Context: an optimization exercise on an open-source flow, tuned for small area and a short achievable clock period. The choices shown serve that exercise and are no tape-out recipe. RTL that was checked went through simulation tests only; none was proved equivalent to the original.

==> inputs of build 46 <==
## pipelined_iir
module pipelined_iir(clk, reset, x, y);
  input wire clk, reset;
  input wire signed [31:0] x;
  output wire signed [31:0] y;
  reg [31:0] xr;    
  reg [43:0] qr;    
  wire [63:0] t;
  wire [43:0] q = t[63:20];
  reg [63:0] w11;   
  reg [4:0] wc11;  
  reg [63:0] w10;   
  reg [4:0] wc10;  
  reg [63:0] w9;   
  reg [4:0] wc9;  
  reg [63:0] w8;   
  reg [4:0] wc8;  
  reg [63:0] w7;   
  reg [4:0] wc7;  
  reg [63:0] w6;   
  reg [4:0] wc6;  
  reg [63:0] w5;   
  reg [4:0] wc5;  
  reg [63:0] w4;   
  reg [4:0] wc4;  
  reg [63:0] w3;   
  reg [4:0] wc3;  
  reg [63:0] w2;   
  reg [4:0] wc2;  
  reg [63:0] s1;    
  wire n1 = qr[1] ^ qr[0];
  wire n2 = qr[2] ^ qr[1];
  wire n3 = qr[3] ^ qr[2];
  wire n4 = qr[4] ^ qr[3];
  wire n5 = qr[5] ^ qr[4];
  wire n6 = qr[6] ^ qr[5];
  wire n7 = qr[7] ^ qr[6];
  wire n8 = qr[8] ^ qr[7];
  wire n9 = qr[9] ^ qr[8];
  wire n10 = qr[10] ^ qr[9];
  wire n11 = qr[11] ^ qr[10];
  wire n12 = qr[12] ^ qr[11];
  wire n13 = qr[13] ^ qr[12];
  wire n14 = qr[14] ^ qr[13];
  wire n15 = qr[15] ^ qr[14];
  wire n16 = qr[16] ^ qr[15];
  wire n17 = qr[17] ^ qr[16];
  wire n18 = qr[18] ^ qr[17];
  wire n19 = qr[19] ^ qr[18];
  wire n20 = qr[20] ^ qr[19];
  wire n21 = qr[21] ^ qr[20];
  ...
clock: 32.0 ns
lec_check: 0
cap_margin: 40
core_margin: 2
core_utilization: 60
place_density: 0.8
slew_margin: 40
synth_hierarchical: 1
synth_minimum_keep_size: 0
tns_end_percent: 0
standard.sh (not shown) runs the stock make flow with config.mk's settings and CLKGATE_MAP_FILE= SYNTH_SCRIPT=/design/flow/synth_recipe.tcl, a recipe that flattens the netlist after the stock synthesis.
==> flow/flow/run.sh <==
#!/bin/bash
set -euo pipefail
export SETUP_SLACK_MARGIN=17
bash standard.sh MATCH_CELL_FOOTPRINT=0 IO_CONSTRAINTS=$PWD/flow/io.tcl  finish > standard.log 2>&1
==> flow/flow/io.tcl <==
# data pins in one ordered group on the bottom edge: y[i] next to the x bits that feed it most
set_io_pin_constraint -group -order -region bottom:* -pin_names {x[0] x[1] x[2] x[3] x[4] x[5] x[6] x[7] x[8] x[9] x[10] y[0] x[11] y[1] x[12] y[2] x[13] y[3] x[14] y[4] x[15] y[5] x[16] y[6] x[17] y[7] x[18] y[8] x[19] y[9] x[20] y[10] x[21] y[11] x[22] y[12] x[23] y[13] x[24] y[14] x[25] y[15] x[26] y[16] x[27] y[17] x[28] y[18] x[29] y[19] x[30] y[20] x[31] y[21] y[22] y[23] y[24] y[25] y[26] y[27] y[28] y[29] y[30] y[31]}
==> inputs of trial 63, as changes to build 46 <==
==> flow/flow/run.sh (replaced) <==
#!/bin/bash
set -euo pipefail
export SETUP_SLACK_MARGIN=16
bash standard.sh MATCH_CELL_FOOTPRINT=0   finish > standard.log 2>&1
--- a/flow/config.mk
+++ b/flow/config.mk
@@ -8,8 +8,8 @@
 export CAP_MARGIN = 40
 export CORE_MARGIN = 2
-export CORE_UTILIZATION = 60
-export PLACE_DENSITY = 0.8
+export CORE_UTILIZATION = 45
+export GPL_TIMING_DRIVEN = 0
+export PLACE_DENSITY = 0.75
 export SLEW_MARGIN = 40
 export SYNTH_HIERARCHICAL = 1
 export SYNTH_MINIMUM_KEEP_SIZE = 0
-export TNS_END_PERCENT = 0
removed: flow/flow/io.tcl
==> inputs of trial 22, as changes to build 46 <==
==> flow/flow/run.sh (replaced) <==
#!/bin/bash
set -euo pipefail
export SETUP_SLACK_MARGIN=16
bash standard.sh MATCH_CELL_FOOTPRINT=0   finish > standard.log 2>&1
--- a/flow/config.mk
+++ b/flow/config.mk
@@ -8,8 +8,7 @@
 export CAP_MARGIN = 40
 export CORE_MARGIN = 2
-export CORE_UTILIZATION = 60
+export CORE_UTILIZATION = 70
 export PLACE_DENSITY = 0.8
 export SLEW_MARGIN = 40
 export SYNTH_HIERARCHICAL = 1
 export SYNTH_MINIMUM_KEEP_SIZE = 0
-export TNS_END_PERCENT = 0
removed: flow/flow/io.tcl
==> qor summary <==
quantity	trial 63	trial 22	build 46
Status	complete, no violations	complete, no violations	complete, no violations
Inst Count DP	15900	14200	14600
Total global routing track utilization	37.1%	62.8%	50.2%
Placement Cell Area	0.163 mm^2	0.156 mm^2	0.156 mm^2
Source of the worst hold timing path	w7[2]$_DFF_P_	w6[3]$_DFF_P_	w4[1]$_DFF_P_
Area of all placed cells without fillers	0.171 mm^2	0.162 mm^2	0.162 mm^2
Met2 usage	49.8%	80.7%	69.4%
Detail Placement HPWL	464000 um	449000 um	448000 um
Placeable core region	0.324 mm^2	0.208 mm^2	0.243 mm^2
Footprint of the multi-input gates	0.127 mm^2	0.125 mm^2	0.125 mm^2
Post-Layout Cell Count	16400	14600	15000
Count of inserted antenna diode cells	41	70	38
Number of instances resized during post-cts repair	364	362	324
Slew at the pin with the worst max-slew slack	1.01 ns	1.06 ns	1.00 ns
Routability cong.	1.05	1.11	1.06
Fraction of layout instances using a drive strength above 1	16.4%	13.1%	12.7%
Worst relative slew slack	32.4%	29.1%	32.9%
Function was not checked in any run of this note: the RTL went through the layout flow alone.

* * *

==> inputs of v27 <==
pipelined_iir, a different RTL version from the one above (not shown whole).
==> flow/config.mk <==
export PLATFORM = sky130hd
export DESIGN_NAME = pipelined_iir
export DESIGN_NICKNAME = pipelined_iir
export VERILOG_FILES = /design/flow/design.v
export SDC_FILE = /design/flow/constraint.sdc
export NUM_CORES = 8
export LEC_CHECK = 0
export CAP_MARGIN = 40
export CORE_MARGIN = 2
export CORE_UTILIZATION = 45
export SLEW_MARGIN = 40
export SYNTH_HIERARCHICAL = 1
export SYNTH_MINIMUM_KEEP_SIZE = 0
==> flow/constraint.sdc <==
create_clock -name core_clock -period 32.0 [get_ports {clk}]
set_input_delay 6.4000 -clock core_clock [delete_from_list [all_inputs] [get_ports {clk}]]
set_output_delay 6.4000 -clock core_clock [all_outputs]
set_load 0.01 [all_outputs]
==> flow/flow/run.sh <==
#!/bin/bash
set -euo pipefail
export SETUP_SLACK_MARGIN=16
bash standard.sh MATCH_CELL_FOOTPRINT=0 finish > standard.log 2>&1
==> v2 (differences from v27) <==
- PLACE_DENSITY: default -> 0.75
==> comparison table <==
item                                                                              v2               v27
Start of the worst register-to-register path                        xr[9]$_SDFF_PP0_  qr[2]$_SDFF_PP0_
Hold path startpoint                                                w5[2]$_SDFF_PP0_  w6[0]$_SDFF_PP0_
Crit path setup slack, layout                                               15100 ps          15110 ps
Detailed router's first-iteration violation count                              10600              8377
GR Util All Layers                                                             34.8%             37.5%
Pin count of the biggest net entering global routing                              89               111
Result of the run                                                     finished clean    finished clean
Share of the cycle needed by the critical path after routing                   52.8%             52.8%
Worst min-delay path endpoint                                       w4[2]$_SDFF_PP1_  w5[0]$_SDFF_PP1_
CP Max Fanout                                                                      7                11
Register clock-pin slew on the reported worst setup and hold paths             70 ps             60 ps
Final wirelength                                                              550 mm            588 mm
Detail Route met2 WL                                                          224 mm            260 mm
No run of this note included a check of the RTL's function; only the layout flow was run.

* * *

==> inputs of run a <==
Another version of the RTL of pipelined_iir (not shown whole).
==> module iir_gpa, before the edit <==
module iir_gpa(input wire gh, input wire ph, input wire gl, input wire pl, output wire g, output wire p);
  assign g = gh & (ph | gl);
  assign p = ph | pl;
endmodule
==> module iir_ga, before the edit <==
module iir_ga(input wire gh, input wire ph, input wire gl, output wire g);
  assign g = gh & (ph | gl);
endmodule
clock: 32.0 ns
lec_check: 0
cap_margin: 40
core_margin: 2
core_utilization: 70
place_density: 0.8
slew_margin: 40
synth_hierarchical: 1
synth_minimum_keep_size: 0
Scripts as last shown in full above: flow/flow/run.sh
==> run b: changes against run a <==
--- a/flow/design.v
+++ b/flow/design.v
@@ -38,9 +38,2 @@
 endmodule
-module iir_gpa(input wire gh, input wire ph, input wire gl, input wire pl, output wire g, output wire p);
-  assign g = gh & (ph | gl);
-  assign p = ph | pl;
-endmodule
-module iir_ga(input wire gh, input wire ph, input wire gl, output wire g);
-  assign g = gh & (ph | gl);
-endmodule
 module iir_xo(input wire a, input wire b, output wire y);
==> results.ini <==
[place]
dp_hpwl_um=412900

[run_status]
status=no timing/DRC/antenna violations

[clocking]
cts_buffers=110

[critical_path]
path_cells=buf_2 -> buf_12 -> buf_4 -> fa_2 -> ha_1 -> fa_1 -> fa_1 -> ha_4 -> nand2_2 -> o21ai_2 -> a21oi_4 -> buf_6 -> o21ai_4 -> clkinvlp_4 -> o21ai_4 -> a21oi_4 -> xnor2_1 -> buf_2
r2r-start=qr[2]

[layout]
multi_input_area_um2=124500

# the run above: run a

==> results.ini <==
[run_status]
status=no timing/DRC/antenna violations

[place]
dp_hpwl_um=429700

[layout]
multi_input_area_um2=124300

[critical_path]
path_cells=buf_2 -> buf_12 -> buf_6 -> fa_2 -> fa_2 -> fa_1 -> fa_1 -> ha_4 -> nand2_4 -> o21ai_4 -> a21oi_4 -> buf_4 -> o21ai_4 -> clkinvlp_4 -> o21ai_2 -> a21oi_4 -> xnor2_1 -> buf_2

[clocking]
cts_buffers=109

# the run above: run b

No functional check of the RTL was part of run b.

* * *

==> run F: inputs <==
RTL: one of the versions met above, not the one the previous note started from.
==> flow/config.mk <==
export PLATFORM = sky130hd
export DESIGN_NAME = pipelined_iir
export DESIGN_NICKNAME = pipelined_iir
export VERILOG_FILES = /design/flow/design.v
export SDC_FILE = /design/flow/constraint.sdc
export NUM_CORES = 8
export LEC_CHECK = 0
export CAP_MARGIN = 40
export CORE_MARGIN = 2
export CORE_UTILIZATION = 60
export PLACE_DENSITY = 0.8
export SLEW_MARGIN = 40
export SYNTH_HIERARCHICAL = 1
export SYNTH_MINIMUM_KEEP_SIZE = 0
export TNS_END_PERCENT = 0
==> flow/constraint.sdc <==
create_clock -name core_clock -period 32.0 [get_ports {clk}]
set_input_delay 6.4000 -clock core_clock [delete_from_list [all_inputs] [get_ports {clk}]]
set_output_delay 6.4000 -clock core_clock [all_outputs]
set_load 0.01 [all_outputs]
==> flow/flow/run.sh <==
#!/bin/bash
set -euo pipefail
export SETUP_SLACK_MARGIN=16
bash standard.sh MATCH_CELL_FOOTPRINT=0 IO_CONSTRAINTS=$PWD/flow/io.tcl  finish > standard.log 2>&1
==> flow/flow/io.tcl <==
# data pins in one ordered group on the bottom edge: y[i] next to the x bits that feed it most
set_io_pin_constraint -group -order -region bottom:* -pin_names {x[0] x[1] x[2] x[3] x[4] x[5] x[6] x[7] x[8] x[9] x[10] y[0] x[11] y[1] x[12] y[2] x[13] y[3] x[14] y[4] x[15] y[5] x[16] y[6] x[17] y[7] x[18] y[8] x[19] y[9] x[20] y[10] x[21] y[11] x[22] y[12] x[23] y[13] x[24] y[14] x[25] y[15] x[26] y[16] x[27] y[17] x[28] y[18] x[29] y[19] x[30] y[20] x[31] y[21] y[22] y[23] y[24] y[25] y[26] y[27] y[28] y[29] y[30] y[31]}
==> run Y: changes against run F <==
==> flow/flow/run.sh (replaced) <==
#!/bin/bash
set -euo pipefail
export SETUP_SLACK_MARGIN=16
bash standard.sh MATCH_CELL_FOOTPRINT=0   finish > standard.log 2>&1
removed: flow/flow/io.tcl
==> run summary <==
item	run F	run Y
Status	finished clean	finished clean
Final clock-cell share	2.45%	2.45%
Post-Route WL	592 mm	592 mm
Worst setup slack before clock tree synthesis	13.27 ns	13.82 ns
1st-iter DRT viols	11,011	11,646
Bufs w/o clock	615	587
FF-to-FF Start	qr[4]	xr[2]
Max Freq	59.8 MHz	59.4 MHz
Final hold slack	0.366 ns	0.370 ns
Pin count of the biggest net entering global routing	90	106
Gr usage total	50.2%	50.4%
Number of global-route vias before repair	110,235	111,471
Fraction of layout cells with a size suffix above 1	12.7%	12.1%
Area taken by flip-flops and latches	16,700 µm²	16,700 µm²
Post-CTS resize count	324	291
Filler cell count	17,527	17,344
Avg Vias per Cell	6.49	6.49
No run of this note included a check of the RTL's function; only the layout flow was run.

-- what the ideal ports hide --
In the flow no input, the clock included, has a driving cell. The finished layouts below were timed again as built, in two steps.
Step 1: set_driving_cell puts a clkbuf_16 on clk and a buf_2 on each other input, an assumption about the parent block.
Step 2 also shifts input and output timing later by t, the mid clock arrival at the registers, as if the neighbouring blocks saw the same clock.
Slacks: ideal ports / drivers / drivers and shift; pairs: ideal ports / drivers.
run	t (ns)	setup WS [ns]	hold slack, ns	clock arrival spread, ns
build 46	0.961	15.274 / 15.217 / 15.217	0.366 / 0.366 / 0.366	0.083 / 0.083
trial 63	0.907	14.495 / 14.213 / 14.213	0.366 / 0.366 / 0.366	0.088 / 0.088
trial 22	0.970	15.272 / 15.222 / 15.222	0.378 / 0.378 / 0.378	0.041 / 0.041
v27	0.931	15.112 / 15.070 / 15.070	0.361 / 0.361 / 0.361	0.092 / 0.092
v2	0.914	15.103 / 15.008 / 15.008	0.360 / 0.360 / 0.360	0.077 / 0.077
run a	0.941	15.137 / 15.087 / 15.087	0.369 / 0.369 / 0.369	0.068 / 0.068
run b	0.943	15.178 / 15.094 / 15.094	0.373 / 0.373 / 0.373	0.062 / 0.063
run F	0.961	15.274 / 15.217 / 15.217	0.366 / 0.366 / 0.366	0.083 / 0.083
run Y	0.954	15.166 / 15.106 / 15.106	0.370 / 0.370 / 0.370	0.058 / 0.058
After both steps every run listed still meets setup and hold. For trial 63, which loses most, drivers alone change the setup slack by -0.282 ns; drivers and shift together by -0.282 ns.
